This is an optimization exercise on Yosys and OpenROAD, whose aim is small area, a short achievable clock period and few clock cycles, not a production implementation. At most, simulation tests tie the RTL to the original design; equivalence was not proved. No activity file was given, so power comes from the tool's default toggle rates.

==> flow/design.v <==
module DMA_AHB_Master #(
    parameter ADDR_WIDTH = 32,
    parameter DATA_WIDTH = 32,
    parameter BASE_ADDR  = 32'h0000_0000
)(
    input wire HCLK,
    input wire HRESETn,
    input wire [ADDR_WIDTH-1:0] HADDR,
    input wire [1:0] HTRANS,
    input wire HWRITE,
    input wire [DATA_WIDTH-1:0] HWDATA,
    output reg [DATA_WIDTH-1:0] HRDATA,
    output reg [ADDR_WIDTH-1:0] master_HADDR,
    output reg [2:0] master_HBURST,
    output reg master_HMASTLOCK,
    output reg [3:0] master_HPROT,
    output reg [2:0] master_HSIZE,
    output reg [1:0] master_HTRANS,
    output reg [DATA_WIDTH-1:0] master_HWDATA,
    output reg master_HWRITE,
    input wire [DATA_WIDTH-1:0] master_HRDATA,
    input wire master_HREADY,
    input wire master_HRESP
);
    reg [31:2] src_q;
    reg [31:2] dst_q;
    reg [31:0] size_q;
    reg        busy;
    reg        done;
    reg        w_src, w_dst, w_size;
    reg        wr_q;       
    reg        first_q;    
    reg        wr_o;       
    reg        busy_o;     
    reg [31:2] addr_q;
    reg [31:2] alt_q;
    reg [28:0] left_q;     
    reg [31:0] data_q;     
    wire hit     = ~|HADDR[31:5] & ~|HADDR[1:0];
    wire a_start = hit & (HADDR[4:2] == 3'd0);
    wire a_src   = hit & (HADDR[4:2] == 3'd1);
    wire a_dst   = hit & (HADDR[4:2] == 3'd2);
    wire a_size  = hit & (HADDR[4:2] == 3'd3);
    wire a_done  = hit & (HADDR[4:2] == 3'd4);
    wire wacc    = HTRANS[1] & HWRITE;
    wire [31:2] src_d  = w_src  ? HRDATA[31:2] : src_q;
    wire [31:2] dst_d  = w_dst  ? HRDATA[31:2] : dst_q;
    wire [31:0] size_d = w_size ? HRDATA : size_q;
    wire st    = wacc & a_start & HWDATA[0];
    wire frac  = |size_q[1:0];
    wire last  = (left_q == 29'd0) | ((left_q == 29'd1) & ~frac);
    wire fin   = busy & wr_q & master_HREADY & last;
    wire busy_d = st | (busy & ~fin);
    reg [31:0] rd_word;
    always @(*) begin
        case (HADDR[4:2])
            3'd0:    rd_word = {31'd0, busy_d};
            3'd1:    rd_word = {src_d, 2'b00};
            3'd2:    rd_word = {dst_d, 2'b00};
            3'd3:    rd_word = size_d;
            3'd4:    rd_word = {31'd0, done};
            default: rd_word = 32'd0;
        endcase
    end
    always @(posedge HCLK or negedge HRESETn) begin
        if (!HRESETn) begin
            w_src  <= 1'b1;
            w_dst  <= 1'b1;
            w_size <= 1'b1;
            busy   <= 1'b0;
            busy_o <= 1'b0;
            done   <= 1'b0;
        end else begin
            w_src  <= wacc & a_src;
            w_dst  <= wacc & a_dst;
            w_size <= wacc & a_size;
            busy   <= busy_d;
            busy_o <= st | (busy_o & ~fin);
            done   <= (done & ~st) | fin;
        end
    end
    always @(posedge HCLK or negedge HRESETn) begin
        if (!HRESETn) begin
            HRDATA <= 32'd0;
        end else begin
            HRDATA <= HWRITE ? HWDATA : hit ? rd_word : 32'd0;
        end
    end
    always @(posedge HCLK) begin
        if (~busy) begin
            wr_q    <= 1'b0;
            wr_o    <= 1'b0;
            first_q <= 1'b1;
            addr_q  <= src_d;
            alt_q   <= dst_d;
            left_q  <= size_d[30:2];
        end else if (master_HREADY) begin
            wr_q    <= ~wr_q;
            wr_o    <= ~wr_o;
            first_q <= 1'b0;
            addr_q  <= alt_q + {29'd0, ~first_q};
            alt_q   <= addr_q;
            if (wr_q) left_q <= left_q - 29'd1;
        end
        src_q  <= src_d;
        dst_q  <= dst_d;
        size_q <= size_d;
        if (busy & ~wr_q) data_q <= master_HRDATA;
    end
    always @(*) begin
        master_HADDR     = {addr_q, 2'b00};
        master_HBURST    = 3'b000;
        master_HMASTLOCK = 1'b0;
        master_HPROT     = 4'b0000;
        master_HSIZE     = 3'b010;
        master_HTRANS    = {busy_o, 1'b0};
        master_HWDATA    = data_q;
        master_HWRITE    = wr_o;
    end
endmodule
clock: 6.0 ns
lec_check: 0
cap_margin: 20
core_margin: 2
core_utilization: 55
cts_buf_list: sky130_fd_sc_hd__clkbuf_16
cts_cluster_diameter: 100
cts_cluster_size: 25
place_density: 0.7
setup_slack_margin: 3.6
slew_margin: 20
standard.sh (not shown) runs the stock make flow with config.mk's settings and CLKGATE_MAP_FILE= SYNTH_SCRIPT=/design/flow/synth_recipe.tcl, a recipe that flattens the netlist after the stock synthesis.
==> flow/flow/run.sh <==
#!/bin/bash
# Standard ORFS layout, with plain buffers on the ports instead of the
# delay cells buffer_ports picks by default. Synthesis is the standard one.
set -euo pipefail
bash standard.sh synth > synth.log 2>&1
export BUFFER_PORTS_ARGS="-buffer_cell sky130_fd_sc_hd__buf_1"
bash standard.sh > layout.log 2>&1
Then changed:
--- a/flow/design.v
+++ b/flow/design.v
@@ -27,7 +27,6 @@
     reg [31:0] size_q;
     reg        busy;
     reg        done;
-    reg        w_src, w_dst, w_size;
     reg        wr_q;       
     reg        first_q;    
     reg        wr_o;       
@@ -41,11 +40,7 @@
     wire a_src   = hit & (HADDR[4:2] == 3'd1);
     wire a_dst   = hit & (HADDR[4:2] == 3'd2);
     wire a_size  = hit & (HADDR[4:2] == 3'd3);
-    wire a_done  = hit & (HADDR[4:2] == 3'd4);
     wire wacc    = HTRANS[1] & HWRITE;
-    wire [31:2] src_d  = w_src  ? HRDATA[31:2] : src_q;
-    wire [31:2] dst_d  = w_dst  ? HRDATA[31:2] : dst_q;
-    wire [31:0] size_d = w_size ? HRDATA : size_q;
     wire st    = wacc & a_start & HWDATA[0];
     wire frac  = |size_q[1:0];
     wire last  = (left_q == 29'd0) | ((left_q == 29'd1) & ~frac);
@@ -55,35 +50,28 @@
     always @(*) begin
         case (HADDR[4:2])
             3'd0:    rd_word = {31'd0, busy_d};
-            3'd1:    rd_word = {src_d, 2'b00};
-            3'd2:    rd_word = {dst_d, 2'b00};
-            3'd3:    rd_word = size_d;
+            3'd1:    rd_word = {src_q, 2'b00};
+            3'd2:    rd_word = {dst_q, 2'b00};
+            3'd3:    rd_word = size_q;
             3'd4:    rd_word = {31'd0, done};
             default: rd_word = 32'd0;
         endcase
     end
     always @(posedge HCLK or negedge HRESETn) begin
         if (!HRESETn) begin
-            w_src  <= 1'b1;
-            w_dst  <= 1'b1;
-            w_size <= 1'b1;
+            src_q  <= 30'd0;
+            dst_q  <= 30'd0;
+            size_q <= 32'd0;
             busy   <= 1'b0;
             busy_o <= 1'b0;
             done   <= 1'b0;
         end else begin
-            w_src  <= wacc & a_src;
-            w_dst  <= wacc & a_dst;
-            w_size <= wacc & a_size;
+            if (wacc & a_src)  src_q  <= HWDATA[31:2];
+            if (wacc & a_dst)  dst_q  <= HWDATA[31:2];
+            if (wacc & a_size) size_q <= HWDATA;
             busy   <= busy_d;
             busy_o <= st | (busy_o & ~fin);
             done   <= (done & ~st) | fin;
-        end
-    end
-    always @(posedge HCLK or negedge HRESETn) begin
-        if (!HRESETn) begin
-            HRDATA <= 32'd0;
-        end else begin
-            HRDATA <= HWRITE ? HWDATA : hit ? rd_word : 32'd0;
         end
     end
     always @(posedge HCLK) begin
@@ -91,9 +79,9 @@
             wr_q    <= 1'b0;
             wr_o    <= 1'b0;
             first_q <= 1'b1;
-            addr_q  <= src_d;
-            alt_q   <= dst_d;
-            left_q  <= size_d[30:2];
+            addr_q  <= src_q;
+            alt_q   <= dst_q;
+            left_q  <= size_q[30:2];
         end else if (master_HREADY) begin
             wr_q    <= ~wr_q;
             wr_o    <= ~wr_o;
@@ -102,10 +90,8 @@
             alt_q   <= addr_q;
             if (wr_q) left_q <= left_q - 29'd1;
         end
-        src_q  <= src_d;
-        dst_q  <= dst_d;
-        size_q <= size_d;
         if (busy & ~wr_q) data_q <= master_HRDATA;
+        HRDATA <= hit ? rd_word : 32'd0;
     end
     always @(*) begin
         master_HADDR     = {addr_q, 2'b00};
Result: Final cell count drops by 2.1%; non-clock buffer count climbs by 29; hold slack gains 0.047 ns; final area climbs by 9.1%; power drops by 0.99%; global-route usage climbs by 1.6 points; clock power is about the same; via count drops by 3.7%; synthesized cell count drops by 7.6%; area after synthesis hardly moves; combinational power climbs by 3.9%; sequential power drops by about 2%; clock-buffer cell count is unchanged; die area is about the same.
No functional check of the RTL was part of any run of this note.

Another version of the RTL of DMA_AHB_Master (not shown whole).
Size: roughly 960 cells after synthesis, about 0.011 sq mm of cells after synthesis.
==> module DMA_AHB_Master, before the edit <==
module DMA_AHB_Master #(
    parameter ADDR_WIDTH = 32,
    parameter DATA_WIDTH = 32,
    parameter BASE_ADDR  = 32'h0000_0000
)(
    input wire HCLK,
    input wire HRESETn,
    input wire [ADDR_WIDTH-1:0] HADDR,
    input wire [1:0] HTRANS,
    input wire HWRITE,
    input wire [DATA_WIDTH-1:0] HWDATA,
    output reg [DATA_WIDTH-1:0] HRDATA,
    output reg [ADDR_WIDTH-1:0] master_HADDR,
    output reg [2:0] master_HBURST,
    output reg master_HMASTLOCK,
    output reg [3:0] master_HPROT,
    output reg [2:0] master_HSIZE,
    output reg [1:0] master_HTRANS,
    output reg [DATA_WIDTH-1:0] master_HWDATA,
    output reg master_HWRITE,
    input wire [DATA_WIDTH-1:0] master_HRDATA,
    input wire master_HREADY,
    input wire master_HRESP
);
    reg [31:2] src_q;
    reg [31:2] dst_q;
    reg [31:0] size_q;
    reg        busy;
    reg        done;
    reg        w_src, w_dst, w_size;
    reg        wr_q;       
    reg        first_q;    
    reg        wr_o;       
    reg        busy_o;     
    reg [31:2] addr_q;
    reg [31:2] alt_q;
    reg [28:0] left_q;     
    reg [31:0] data_q;     
    wire hit     = ~|HADDR[31:5] & ~|HADDR[1:0];
    wire a_start = hit & (HADDR[4:2] == 3'd0);
    wire a_src   = hit & (HADDR[4:2] == 3'd1);
    wire a_dst   = hit & (HADDR[4:2] == 3'd2);
    wire a_size  = hit & (HADDR[4:2] == 3'd3);
    wire a_done  = hit & (HADDR[4:2] == 3'd4);
    wire wacc    = HTRANS[1] & HWRITE;
    wire [31:2] src_d  = w_src  ? data_q[31:2] : src_q;
    wire [31:2] dst_d  = w_dst  ? data_q[31:2] : dst_q;
    wire [31:0] size_d = w_size ? data_q : size_q;
    wire st    = wacc & a_start & HWDATA[0];
    wire frac  = |size_q[1:0];
    wire last  = (left_q == 29'd0) | ((left_q == 29'd1) & ~frac);
    wire fin   = busy & wr_q & master_HREADY & last;
    wire busy_d = st | (busy & ~fin);
    reg [31:0] rd_word;
    always @(*) begin
        case (HADDR[4:2])
            3'd0:    rd_word = {31'd0, busy_d};
            3'd1:    rd_word = {src_d, 2'b00};
            3'd2:    rd_word = {dst_d, 2'b00};
            3'd3:    rd_word = size_d;
            3'd4:    rd_word = {31'd0, done};
            default: rd_word = 32'd0;
        endcase
    end
    always @(posedge HCLK or negedge HRESETn) begin
        if (!HRESETn) begin
            w_src  <= 1'b1;
            w_dst  <= 1'b1;
            w_size <= 1'b1;
            busy   <= 1'b0;
            busy_o <= 1'b0;
            done   <= 1'b0;
        end else begin
            w_src  <= wacc & a_src;
            w_dst  <= wacc & a_dst;
            w_size <= wacc & a_size;
            busy   <= busy_d;
            busy_o <= st | (busy_o & ~fin);
            done   <= (done & ~st) | fin;
        end
    end
    always @(posedge HCLK or negedge HRESETn) begin
        if (!HRESETn) begin
            data_q <= 32'd0;
        end else begin
            if (~busy) data_q <= HWDATA;
            else if (~wr_q) data_q <= master_HRDATA;
        end
    end
    always @(posedge HCLK) begin
        if (~busy) begin
            wr_q    <= 1'b0;
            wr_o    <= 1'b0;
            first_q <= 1'b1;
            addr_q  <= src_d;
            alt_q   <= dst_d;
            left_q  <= size_d[30:2];
        end else if (master_HREADY) begin
            wr_q    <= ~wr_q;
            wr_o    <= ~wr_o;
            first_q <= 1'b0;
            addr_q  <= alt_q + {29'd0, ~first_q};
            alt_q   <= addr_q;
            if (wr_q) left_q <= left_q - 29'd1;
        end
        src_q  <= src_d;
        dst_q  <= dst_d;
        size_q <= size_d;
        HRDATA <= hit ? rd_word : 32'd0;
    end
    always @(*) begin
        master_HADDR     = {addr_q, 2'b00};
        master_HBURST    = 3'b000;
        master_HMASTLOCK = 1'b0;
        master_HPROT     = 4'b0000;
        master_HSIZE     = 3'b010;
        master_HTRANS    = {busy_o, 1'b0};
        master_HWDATA    = data_q;
        master_HWRITE    = wr_o;
    end
endmodule
Settings: LEC_CHECK=0, CAP_MARGIN=20, CORE_MARGIN=2, CORE_UTILIZATION=55, CTS_BUF_LIST=sky130_fd_sc_hd__clkbuf_16, CTS_CLUSTER_DIAMETER=100, CTS_CLUSTER_SIZE=25, PLACE_DENSITY=0.7, SETUP_SLACK_MARGIN=3.7, SLEW_MARGIN=20; clock period 6.0 ns.
Scripts as last shown in full above: flow/flow/run.sh
Testbench counts at the start, summed over its fixed seeds: cycles 9,069.
Then changed:
--- a/flow/design.v
+++ b/flow/design.v
@@ -30,7 +30,4 @@
     reg        w_src, w_dst, w_size;
     reg        wr_q;       
-    reg        first_q;    
-    reg        wr_o;       
-    reg        busy_o;     
     reg [31:2] addr_q;
     reg [31:2] alt_q;
@@ -69,5 +66,4 @@
             w_size <= 1'b1;
             busy   <= 1'b0;
-            busy_o <= 1'b0;
             done   <= 1'b0;
         end else begin
@@ -76,5 +72,4 @@
             w_size <= wacc & a_size;
             busy   <= busy_d;
-            busy_o <= st | (busy_o & ~fin);
             done   <= (done & ~st) | fin;
         end
@@ -90,16 +85,12 @@
     always @(posedge HCLK) begin
         if (~busy) begin
-            wr_q    <= 1'b0;
-            wr_o    <= 1'b0;
-            first_q <= 1'b1;
-            addr_q  <= src_d;
-            alt_q   <= dst_d;
-            left_q  <= size_d[30:2];
+            wr_q   <= 1'b0;
+            addr_q <= src_d;
+            alt_q  <= dst_d;
+            left_q <= size_d[30:2];
         end else if (master_HREADY) begin
-            wr_q    <= ~wr_q;
-            wr_o    <= ~wr_o;
-            first_q <= 1'b0;
-            addr_q  <= alt_q + {29'd0, ~first_q};
-            alt_q   <= addr_q;
+            wr_q   <= ~wr_q;
+            addr_q <= alt_q;
+            alt_q  <= addr_q + 30'd1;
             if (wr_q) left_q <= left_q - 29'd1;
         end
@@ -115,7 +106,7 @@
         master_HPROT     = 4'b0000;
         master_HSIZE     = 3'b010;
-        master_HTRANS    = {busy_o, 1'b0};
+        master_HTRANS    = {busy, 1'b0};
         master_HWDATA    = data_q;
-        master_HWRITE    = wr_o;
+        master_HWRITE    = wr_q;
     end
 endmodule
Result: Hold slack stays flat; die area fell by about 1.9%; via count came out higher by about 4%; cell area grows by 2.0%; combinational power is about the same; sequential power stays flat; clock skew goes up by 0.0031 ns; non-clock buffer count rose by 59; worst setup slack is worse by 0.076 ns; global-route usage came out higher by 2.3 points; clock power hardly moves; routed wire length went up by 7.0%.
Testbench counts after the change, summed over its fixed seeds: cycles 9,069.

branch sierra:
Another version of the RTL of DMA_AHB_Master (not shown whole).
Size in the first run: roughly 980 cells after synthesis, ~210 I/O pins, ~0.011 mm2 of cells after synthesis.
==> module DMA_AHB_Master, before the edit <==
module DMA_AHB_Master #(
    parameter ADDR_WIDTH = 32,
    parameter DATA_WIDTH = 32,
    parameter BASE_ADDR  = 32'h0000_0000
)(
    input wire HCLK,
    input wire HRESETn,
    input wire [ADDR_WIDTH-1:0] HADDR,
    input wire [1:0] HTRANS,
    input wire HWRITE,
    input wire [DATA_WIDTH-1:0] HWDATA,
    output reg [DATA_WIDTH-1:0] HRDATA,
    output reg [ADDR_WIDTH-1:0] master_HADDR,
    output reg [2:0] master_HBURST,
    output reg master_HMASTLOCK,
    output reg [3:0] master_HPROT,
    output reg [2:0] master_HSIZE,
    output reg [1:0] master_HTRANS,
    output reg [DATA_WIDTH-1:0] master_HWDATA,
    output reg master_HWRITE,
    input wire [DATA_WIDTH-1:0] master_HRDATA,
    input wire master_HREADY,
    input wire master_HRESP
);
    reg [31:2] src_q;
    reg [31:2] dst_q;
    reg [31:0] size_q;
    reg        busy;
    reg        done;
    reg        w_src, w_dst, w_size;
    reg        wr_q;       
    reg [31:2] addr_q;
    reg [31:2] alt_q;
    reg [28:0] left_q;     
    reg [31:0] data_q;     
    wire hit     = ~|HADDR[31:5] & ~|HADDR[1:0];
    wire a_start = hit & (HADDR[4:2] == 3'd0);
    wire a_src   = hit & (HADDR[4:2] == 3'd1);
    wire a_dst   = hit & (HADDR[4:2] == 3'd2);
    wire a_size  = hit & (HADDR[4:2] == 3'd3);
    wire a_done  = hit & (HADDR[4:2] == 3'd4);
    wire wacc    = HTRANS[1] & HWRITE;
    wire [31:2] src_d  = w_src  ? data_q[31:2] : src_q;
    wire [31:2] dst_d  = w_dst  ? data_q[31:2] : dst_q;
    wire [31:0] size_d = w_size ? data_q : size_q;
    wire st    = wacc & a_start & HWDATA[0];
    wire frac  = |size_q[1:0];
    wire last  = (left_q == 29'd0) | ((left_q == 29'd1) & ~frac);
    wire fin   = busy & wr_q & master_HREADY & last;
    wire busy_d = st | (busy & ~fin);
    always @(posedge HCLK or negedge HRESETn) begin
        if (!HRESETn) begin
            w_src  <= 1'b1;
            w_dst  <= 1'b1;
            w_size <= 1'b1;
            busy   <= 1'b0;
            done   <= 1'b0;
        end else begin
            w_src  <= wacc & a_src;
            w_dst  <= wacc & a_dst;
            w_size <= wacc & a_size;
            busy   <= busy_d;
            done   <= (done & ~st) | fin;
        end
    end
    always @(posedge HCLK or negedge HRESETn) begin
        if (!HRESETn) begin
            data_q <= 32'd0;
        end else begin
            if (~busy) data_q <= HWDATA;
            else if (~wr_q) data_q <= master_HRDATA;
        end
    end
    always @(posedge HCLK) begin
        if (~busy) begin
            wr_q   <= 1'b0;
            addr_q <= src_d;
            alt_q  <= dst_d;
            left_q <= size_d[30:2];
        end else if (master_HREADY) begin
            wr_q   <= ~wr_q;
            addr_q <= alt_q;
            alt_q  <= addr_q + 30'd1;
            if (wr_q) left_q <= left_q - 29'd1;
        end
        src_q  <= src_d;
        dst_q  <= dst_d;
        size_q <= size_d;
        HRDATA <= ({32{a_start}} & {31'd0, busy_d})
                | ({32{a_src}}   & {src_d, 2'b00})
                | ({32{a_dst}}   & {dst_d, 2'b00})
                | ({32{a_size}}  & size_d)
                | ({32{a_done}}  & {31'd0, done});
    end
    always @(*) begin
        master_HADDR     = {addr_q, 2'b00};
        master_HBURST    = 3'b000;
        master_HMASTLOCK = 1'b0;
        master_HPROT     = 4'b0000;
        master_HSIZE     = 3'b010;
        master_HTRANS    = {busy, 1'b0};
        master_HWDATA    = data_q;
        master_HWRITE    = wr_q;
    end
endmodule
==> flow/config.mk <==
export PLATFORM = sky130hd
export DESIGN_NAME = DMA_AHB_Master
export DESIGN_NICKNAME = DMA_AHB_Master
export VERILOG_FILES = /design/flow/design.v
export SDC_FILE = /design/flow/constraint.sdc
export NUM_CORES = 4
export LEC_CHECK = 0
export CAP_MARGIN = 20
export CORE_MARGIN = 2
export CORE_UTILIZATION = 55
export CTS_BUF_LIST = sky130_fd_sc_hd__clkbuf_16
export CTS_CLUSTER_DIAMETER = 100
export CTS_CLUSTER_SIZE = 25
export PLACE_DENSITY = 0.7
export SETUP_SLACK_MARGIN = 3.6
export SLEW_MARGIN = 20
==> flow/constraint.sdc <==
create_clock -name core_clock -period 6.0 [get_ports {HCLK}]
set_input_delay 1.2000 -clock core_clock [delete_from_list [all_inputs] [get_ports {HCLK}]]
set_output_delay 1.2000 -clock core_clock [all_outputs]
set_load 0.01 [all_outputs]
Scripts as last shown in full above: flow/flow/run.sh
In summary, branch sierra completed successfully, with a layout that passed the timing, DRC and antenna checks.
Testbench counts of branch sierra, summed over its fixed seeds: cycles 9,069.
The inputs of branch tundra differ from those of branch sierra as listed below.
--- a/flow/design.v
+++ b/flow/design.v
@@ -30,4 +30,7 @@
     reg        w_src, w_dst, w_size;
     reg        wr_q;       
+    reg        first_q;    
+    reg        wr_o;       
+    reg        busy_o;     
     reg [31:2] addr_q;
     reg [31:2] alt_q;
@@ -49,4 +52,15 @@
     wire fin   = busy & wr_q & master_HREADY & last;
     wire busy_d = st | (busy & ~fin);
+    reg [31:0] rd_word;
+    always @(*) begin
+        case (HADDR[4:2])
+            3'd0:    rd_word = {31'd0, busy_d};
+            3'd1:    rd_word = {src_d, 2'b00};
+            3'd2:    rd_word = {dst_d, 2'b00};
+            3'd3:    rd_word = size_d;
+            3'd4:    rd_word = {31'd0, done};
+            default: rd_word = 32'd0;
+        endcase
+    end
     always @(posedge HCLK or negedge HRESETn) begin
         if (!HRESETn) begin
@@ -55,4 +69,5 @@
             w_size <= 1'b1;
             busy   <= 1'b0;
+            busy_o <= 1'b0;
             done   <= 1'b0;
         end else begin
@@ -61,4 +76,5 @@
             w_size <= wacc & a_size;
             busy   <= busy_d;
+            busy_o <= st | (busy_o & ~fin);
             done   <= (done & ~st) | fin;
         end
@@ -74,12 +90,16 @@
     always @(posedge HCLK) begin
         if (~busy) begin
-            wr_q   <= 1'b0;
-            addr_q <= src_d;
-            alt_q  <= dst_d;
-            left_q <= size_d[30:2];
+            wr_q    <= 1'b0;
+            wr_o    <= 1'b0;
+            first_q <= 1'b1;
+            addr_q  <= src_d;
+            alt_q   <= dst_d;
+            left_q  <= size_d[30:2];
         end else if (master_HREADY) begin
-            wr_q   <= ~wr_q;
-            addr_q <= alt_q;
-            alt_q  <= addr_q + 30'd1;
+            wr_q    <= ~wr_q;
+            wr_o    <= ~wr_o;
+            first_q <= 1'b0;
+            addr_q  <= alt_q + {29'd0, ~first_q};
+            alt_q   <= addr_q;
             if (wr_q) left_q <= left_q - 29'd1;
         end
@@ -87,9 +107,5 @@
         dst_q  <= dst_d;
         size_q <= size_d;
-        HRDATA <= ({32{a_start}} & {31'd0, busy_d})
-                | ({32{a_src}}   & {src_d, 2'b00})
-                | ({32{a_dst}}   & {dst_d, 2'b00})
-                | ({32{a_size}}  & size_d)
-                | ({32{a_done}}  & {31'd0, done});
+        HRDATA <= hit ? rd_word : 32'd0;
     end
     always @(*) begin
@@ -99,7 +115,7 @@
         master_HPROT     = 4'b0000;
         master_HSIZE     = 3'b010;
-        master_HTRANS    = {busy, 1'b0};
+        master_HTRANS    = {busy_o, 1'b0};
         master_HWDATA    = data_q;
-        master_HWRITE    = wr_q;
+        master_HWRITE    = wr_o;
     end
 endmodule
### Flow results
- branch sierra and branch tundra all finish clean.
- Any difference in clock network area share between branch sierra and branch tundra is small enough to ignore.
- Total power after layout: branch tundra worse than branch sierra
- From branch sierra to branch tundra the numbers moved as follows: fraction of met2 tracks used by global routing held steady; maximum cell stage delay along the critical path shrank by 0.04 ns; hold slack shrank by 0.014 ns; buffer count excluding the clock tree in the final layout shrank by about 7%.
- Synthesized area ended up 1.3% higher on branch tundra than on branch sierra.
- Re via count: branch sierra and branch tundra aren't equal, and the higher value belongs to branch sierra.
- Comparing layout-stage area growth over the synthesis result for branch sierra and branch tundra, the smaller number came from branch tundra.
- Proportion of synthesized area in mux cells: branch sierra vs branch tundra — no meaningful difference
Testbench counts of branch tundra, summed over its fixed seeds: cycles 9,069.

==> static timing again, ports no longer ideal <==
No port has a modelled driver above. Below, the same layouts with a new extraction and two added sets of constraints.
Step 1 assumes that a clkbuf_16 drives the clock port and a buf_2 every other input.
Step 2, shift: input delay + t, output delay - t, t = (earliest + latest rising clock arrival at the registers) / 2. This alone moves slack from input paths to output paths.
Slacks: ideal / step 1 / step 2; pairs: ideal / step 1.
| run | shift t [ns] | slack for setup (ns) | worst setup path after step 2 |
|---|---|---|---|
| the first run of note 1 | 0.530 | 3.643 / 3.597 / 3.162 | input to register |
| the second run of note 1 | 0.521 | 3.144 / 3.161 / 2.640 | input to register |
| the first run of note 2 | 0.524 | 3.687 / 3.641 / 3.322 | input to register |
| the second run of note 2 | 0.517 | 3.611 / 3.567 / 3.262 | input to register |
| branch sierra | 0.518 | 3.615 / 3.571 / 3.152 | input to register |
| branch tundra | 0.519 | 3.655 / 3.612 / 3.185 | input to register |
After both steps every run listed still meets setup and hold. The setup slack of the second run of note 1, which loses most, moves by +0.017 ns with the drivers and by -0.504 ns with both steps.
